This is an optimization exercise on Yosys and OpenROAD, whose aim is small area, not a production implementation.
Function was checked by simulation only, so behaviour that the tests miss may differ from the original.

**config.mk**
```make
export PLATFORM = sky130hd
export DESIGN_NAME = cpuv1
export DESIGN_NICKNAME = cpuv1
export VERILOG_FILES = /design/flow/design.v
export SDC_FILE = /design/flow/constraint.sdc
export NUM_CORES = 4
export LEC_CHECK = 0
export CAP_MARGIN = 20
export CORE_MARGIN = 2
export CORE_UTILIZATION = 40
export SLEW_MARGIN = 20
```
**constraint.sdc**
```tcl
create_clock -name core_clock -period 130.0 [get_ports {clk}]
set_input_delay 26.0000 -clock core_clock [delete_from_list [all_inputs] [get_ports {clk}]]
set_output_delay 26.0000 -clock core_clock [all_outputs]
set_load 0.01 [all_outputs]
```
**design.v**
```verilog
module adder(
    input logic [31:0] a,
    input logic [31:0] b,
    output logic [31:0] out);
    assign out = a + b;
endmodule
module sub(
    input logic [31:0] a,
    input logic [31:0] b,
    output logic [31:0] out
);
    assign out = a - b;
endmodule
module multiplier(
    input logic [31:0] a,
    input logic [31:0] b,
    output logic [31:0] out
);
    assign out = a * b;
endmodule
module divider(
    input logic [31:0] a,
    input logic [31:0] b,
    output logic [31:0] out
);
    assign out = (b == 32'd0) ? 32'hFFFFFFFF : a / b;
endmodule
module alu(
    input logic [31:0] a,
    input logic [31:0] b,
    input logic [1:0] sel,
    output logic [31:0] out
);
    logic [31:0] y1;
    adder add(.a (a), .b (b), .out (y1));
    logic [31:0] y2;
    sub sub2(.a (a), .b (b), .out (y2));
    logic [31:0] y3;
    multiplier mul(.a (a), .b (b), .out (y3));
    logic [31:0] y4;
    divider div(.a (a), .b (b), .out (y4));
    assign out = sel[1] ? (sel[0] ? y4 : y3)
            : (sel[0] ? y2 : y1);
endmodule
module cpu_register(
    input logic [4:0] addr1,
    input logic [4:0] addr2,
    input logic [4:0] addrw,
    input logic writeen,
    input logic [31:0] writeint,
    input logic clk,
    output logic [31:0] RD1,
    output logic [31:0] RD2
);
    logic [31:0] DATA [31:0];
    assign RD1 = DATA[addr1];
    assign RD2 = DATA[addr2];
    always @(posedge clk) begin
        DATA[0] <= 49;
        DATA[1] <= 7;
        DATA[2] <= 3;
        if (writeen) DATA[addrw] <= writeint;
    end
endmodule
module cpuv1(
    input logic clk,
    input logic [31:0] inst,
    output logic [31:0] result
);
    logic [31:0] a,b;
    logic [1:0] sel;
    logic [31:0] out;
    alu a1(.*);
    logic [4:0] addr1, addr2, addrw;
    logic writeen;
    cpu_register r1(
        .addr1(addr1),
        .addr2(addr2),
        .addrw(addrw),
        .writeen(writeen),
        .writeint(out),
        .RD1(a),
        .RD2(b),
        .clk(clk));
    assign sel = {inst[1:0]};
    assign addr1 = {inst[12:8]};
    assign addr2 = {inst[17:13]};
    assign addrw = {inst[22:18]};
    assign writeen = (inst[2:0] < 4);
    assign result = out;
endmodule
```
**run.sh**
```bash
#!/bin/bash
# synth_recipe.tcl (not shown) runs the flow's synth.tcl, then flattens the netlist and writes it again
# the make line also repeats each setting of config.mk as NAME=value (left out here)
make -C /OpenROAD-flow-scripts/flow DESIGN_CONFIG=/design/flow/config.mk WORK_HOME=/design/flow/orfs CLKGATE_MAP_FILE= SYNTH_SCRIPT=/design/flow/synth_recipe.tcl finish
```
==> impl_summary.log <==
INFO  metric run_status = no timing/DRC/antenna violations
INFO  metric yosys.cell_types.count = 126
INFO  metric worst_ep_arrival_time = 101090 ps
INFO  metric post-place-ws = -3680 ps
INFO  metric final.setup_skew = 29.2 ps
INFO  metric worst_setup_slack_final = 2910 ps
INFO  metric synthesized_area_per_cell = 10.1 um2
INFO  metric critical_path_required = 104000 ps
INFO  metric hold_viol = 0
INFO  metric worst_slew_margin_rel = 13.1%
INFO  metric crit_cells = 381
INFO  metric yosysWarningCount = 1
INFO  metric drive_above_1_share = 29.1%
INFO  metric most_frequent_cell_after_synthesis = sky130_fd_sc_hd__edfxtp_1
INFO  metric die_footprint = 0.244 mm2
INFO  metric final_util = 51.1%
INFO  metric total_iterations_of_the_first_detailed_routing_run = 7
INFO  metric cts_root_buffer = sky130_fd_sc_hd__clkbuf_16
INFO  metric r2r_end = r1.DATA[20][0]
INFO  metric fp-row-count = 179
INFO  metric routed-via-count = 88.9k
INFO  metric grt_antenna_before_repair = 26
INFO  metric r2r.worst_path.cells = 377
INFO  metric grtUsageTotal = 32.7%
INFO  metric grt.overflow.total = 0
INFO  metric clock-sinks = 1024
INFO  metric timing.hold.worst.start = r1.DATA[0][22]
INFO  metric antenna_violating_nets_post_route = 0
INFO  metric largest_driver_fanout_on_the_critical_path = 29
INFO  metric ys_top_cells_by_area = sky130_fd_sc_hd__edfxtp_1 (29%), sky130_fd_sc_hd__ha_1 (9.0%), sky130_fd_sc_hd__fa_1 (8.5%), sky130_fd_sc_hd__mux4_2 (7.0%), sky130_fd_sc_hd__mux2i_1 (6.0%)
INFO  metric critical_path_buffers_and_inverters = 52
INFO  metric clk_latency = 720 ps
INFO  metric dominantRegCellSynth = sky130_fd_sc_hd__edfxtp_1
INFO  metric endpoint_kind = output port
INFO  metric io_pins = 65
INFO  metric hold_ws = 1760 ps
INFO  metric synth_seq_area_share = 31.0%
INFO  metric biggestRegsByFlops = r1.DATA: 1024 flops
INFO  metric wire_length_of_the_first_global_routing_pass = 587000 um
INFO  metric drt_wl_total = 411000 um
INFO  metric timing.reg2reg.setup_slack = 54430 ps
INFO  metric area_growth_syn_to_layout = 26.9%
INFO  metric final_max_slew_viol_count = 0
INFO  metric route.detailed.drc = 0
INFO  metric synth.cells.most_frequent = sky130_fd_sc_hd__edfxtp_1 (928), sky130_fd_sc_hd__nand2_1 (878), sky130_fd_sc_hd__nor2_1 (779)
INFO  metric critPathMostFrequentCell = sky130_fd_sc_hd__buf_4
INFO  metric timing_worst_slew_pin_value = 1300 ps
INFO  metric fp.coreArea = 0.238 mm2
INFO  metric io_buffer_count = 50
INFO  metric yosys_register_bits = 1024
INFO  metric synth_largest_area_cell = sky130_fd_sc_hd__edfxtp_1
INFO  metric cts_inserted_buffers = 105
INFO  metric timing.setup.critical_path_class = input pin to output port
INFO  metric report.final.setup_viol = 0
INFO  metric postSynth.asyncResetShare = 0%
INFO  metric synth_top_cell_area_share = 29.0%
INFO  metric crit_slowest_cell = sky130_fd_sc_hd__a222oi_1
INFO  metric max_freq = 0.00787 GHz
INFO  metric hold_path_end = r1.DATA[2][22]
INFO  metric most_flop_heavy_register = r1.DATA
INFO  metric finish.instance_area = 0.122 mm2
INFO  metric cts-htree-levels = 3
INFO  metric post-route-period-util = 97.8%
INFO  metric floorplan.die.height = 494 um
INFO  metric grt_max_degree = 130
INFO  metric detail_route.wl_per_cell = 27.9 um
INFO  metric synth_edf_count = 928
INFO  metric post_synthesis_instance_area = 0.0960 mm2
INFO  metric finalWeightedCongestion = 0.997
INFO  metric starting_utilization_of_the_core_area = 40.3%
INFO  metric first_global_vias = 87.6k
INFO  metric buffer_depth_of_the_longest_clock_path = 3
INFO  metric timing.critical_path.slowest_cell_delay = 690 ps
INFO  metric hp-class = flip-flop to flip-flop
INFO  metric die_x = 494 um
INFO  metric synthCells = 9531
INFO  metric dp_area = 0.116 mm2
INFO  metric startpoint_class_of_the_critical_path = input pin
INFO  metric synth_nets = 10.7k
INFO  metric first_iteration_detailed_routing_drc_count = 10.3k
INFO  metric nets = 12.6k
INFO  metric holdPathStages = 9
INFO  metric finalCriticalPeriod = 127090 ps
INFO  metric vias_per_cell = 6.02
INFO  metric number_of_flip_flops_in_the_largest_register = 1024
INFO  metric critical-path-top-delay-family = compound AO/OA/AOI/OAI gates
INFO  metric place.detailed.hpwl = 301000 um
INFO  metric path_clk_slew = 60 ps
INFO  metric rr_startpoint = r1.DATA[30][20]
INFO  metric cts_tree = done
INFO  metric timing.max_cap.violations = 0
## layout make-up
cell class	instances	area (um2)
clock buffers	141	2910
diodes	7	17.5
repair buffers	2307	18200
fillers	21466	117000
clock inverters	59	652
multi-input cells	7327	63500
inverters	724	2730
flip-flops and latches	1024	29800
well taps	3167	3960
## placed cells by master (no fill, tap or decap), types with 38 or more instances in the layout
cell type,Yosys,routed
sky130_fd_sc_hd__nand2b_1,87,85
sky130_fd_sc_hd__nor2b_1,107,98
sky130_fd_sc_hd__mux4_2,298,298
sky130_fd_sc_hd__xnor2_1,307,307
sky130_fd_sc_hd__o21a_1,148,144
sky130_fd_sc_hd__nor2_1,779,729
sky130_fd_sc_hd__mux2i_1,571,555
sky130_fd_sc_hd__a21o_1,173,172
sky130_fd_sc_hd__a211oi_1,74,62
sky130_fd_sc_hd__o21ai_0,352,303
sky130_fd_sc_hd__inv_1,716,709
sky130_fd_sc_hd__clkbuf_16,0,113
sky130_fd_sc_hd__clkdlybuf4s50_1,0,38
sky130_fd_sc_hd__nand3_1,216,211
sky130_fd_sc_hd__mux2_2,146,145
sky130_fd_sc_hd__nand4_1,74,74
sky130_fd_sc_hd__or3_1,62,57
sky130_fd_sc_hd__xor2_1,175,175
sky130_fd_sc_hd__buf_12,1,40
sky130_fd_sc_hd__dfxtp_1,96,96
sky130_fd_sc_hd__or2_2,58,57
sky130_fd_sc_hd__and2_1,87,83
sky130_fd_sc_hd__fa_1,409,409
sky130_fd_sc_hd__o211ai_1,51,51
sky130_fd_sc_hd__nor3_1,221,207
sky130_fd_sc_hd__a31oi_1,92,77
sky130_fd_sc_hd__a21oi_1,451,387
sky130_fd_sc_hd__edfxtp_1,928,928
sky130_fd_sc_hd__a22oi_1,182,182
sky130_fd_sc_hd__buf_4,33,2183
sky130_fd_sc_hd__nand2_1,878,870
sky130_fd_sc_hd__ha_1,688,683
sky130_fd_sc_hd__and3_1,43,41
sky130_fd_sc_hd__a21oi_2,2,57
## what timing repair did
action	in CTS	in global routing
resized for setup	106	296
setup endpoints to repair	2	2
cloned	1	6
pin swaps	23	141
endpoints found under the hold margin	0	0
hold buffers	0	0
buffers inserted	21	52
## worst min-delay path, cell delays in order, from the launching register on
cell                      delay [ps]
sky130_fd_sc_hd__dfxtp_1         330
sky130_fd_sc_hd__mux2i_1          70
sky130_fd_sc_hd__a22oi_1         150
sky130_fd_sc_hd__nand3_1         120
sky130_fd_sc_hd__nand3_1          80
sky130_fd_sc_hd__buf_4           250
sky130_fd_sc_hd__ha_1            280
sky130_fd_sc_hd__xor2_1           90
sky130_fd_sc_hd__o21a_1          240
sky130_fd_sc_hd__nor2_1          110
## worst max-delay path by stage
stage | from | end | slack, ps
after floorplan | inst[14] | result[0] | 7
after global placement | inst[13] | result[0] | -3310
after CTS | inst[13] | result[0] | 10
after global routing | inst[11] | result[0] | -350
final | inst[11] | result[0] | 2910
after detailed placement | inst[13] | result[0] | -3680
## routing by layer
layer | share of wire (%) | track usage (%) | vias up
li1 | - | - | 38904
met1 | 39 | 43.1 | 43777
met2 | 43 | 49.2 | 4990
met3 | 11 | 7.72 | 1162
met4 | 6.9 | 18.5 | 22
met5 | 0.034 | 0 | -
## cell families (layout without fill, tap and decap cells)
kind of cell	after synthesis	count (layout)	synth area share [%]
AND/OR/NAND/NOR	2771	2771	13.5
multiplexers	1017	1017	14.7
flip-flops	1024	1024	31.0
adder cells (fa/ha/maj)	1097	1097	17.5
AO/OA/AOI/OAI	1959	1960	13.7
buffers and inverters	1181	3231	5.17
XOR/XNOR	482	482	4.40
other	0	7	0
## metrics by stage
step / cells / setup TNS, ps
floorplan: 9531 / 0
CTS: 14690 / 0
global route: 14751 / -346
global placement: 14468 / -3950
finish: 14756 / 0
detailed placement: 14468 / -4700

[what the ideal ports hide]
Ports are ideal in the flow. The routed layout listed here was re-timed in OpenROAD.
Step 1: set_driving_cell puts a clkbuf_16 on clk and a buf_2 on each other input, an assumption about the parent block.
Step 2 times the ports against the registers' clock, not the clock port: input delays grow and output delays shrink by t, the midpoint of the rising clock arrivals with the driver on.
Slacks: no drivers / after step 1 / after step 2; pairs: no drivers / after step 1.
shift t [ns]: 0.800
slack for setup (ns): 2.906 / 2.746 / 2.746
worst setup path after step 2: input to output
clock arrival spread, ns: 0.029 / 0.030
After both steps setup and hold are still met in this run. For this run, drivers alone change the setup slack by -0.160 ns; drivers and shift together by -0.160 ns.
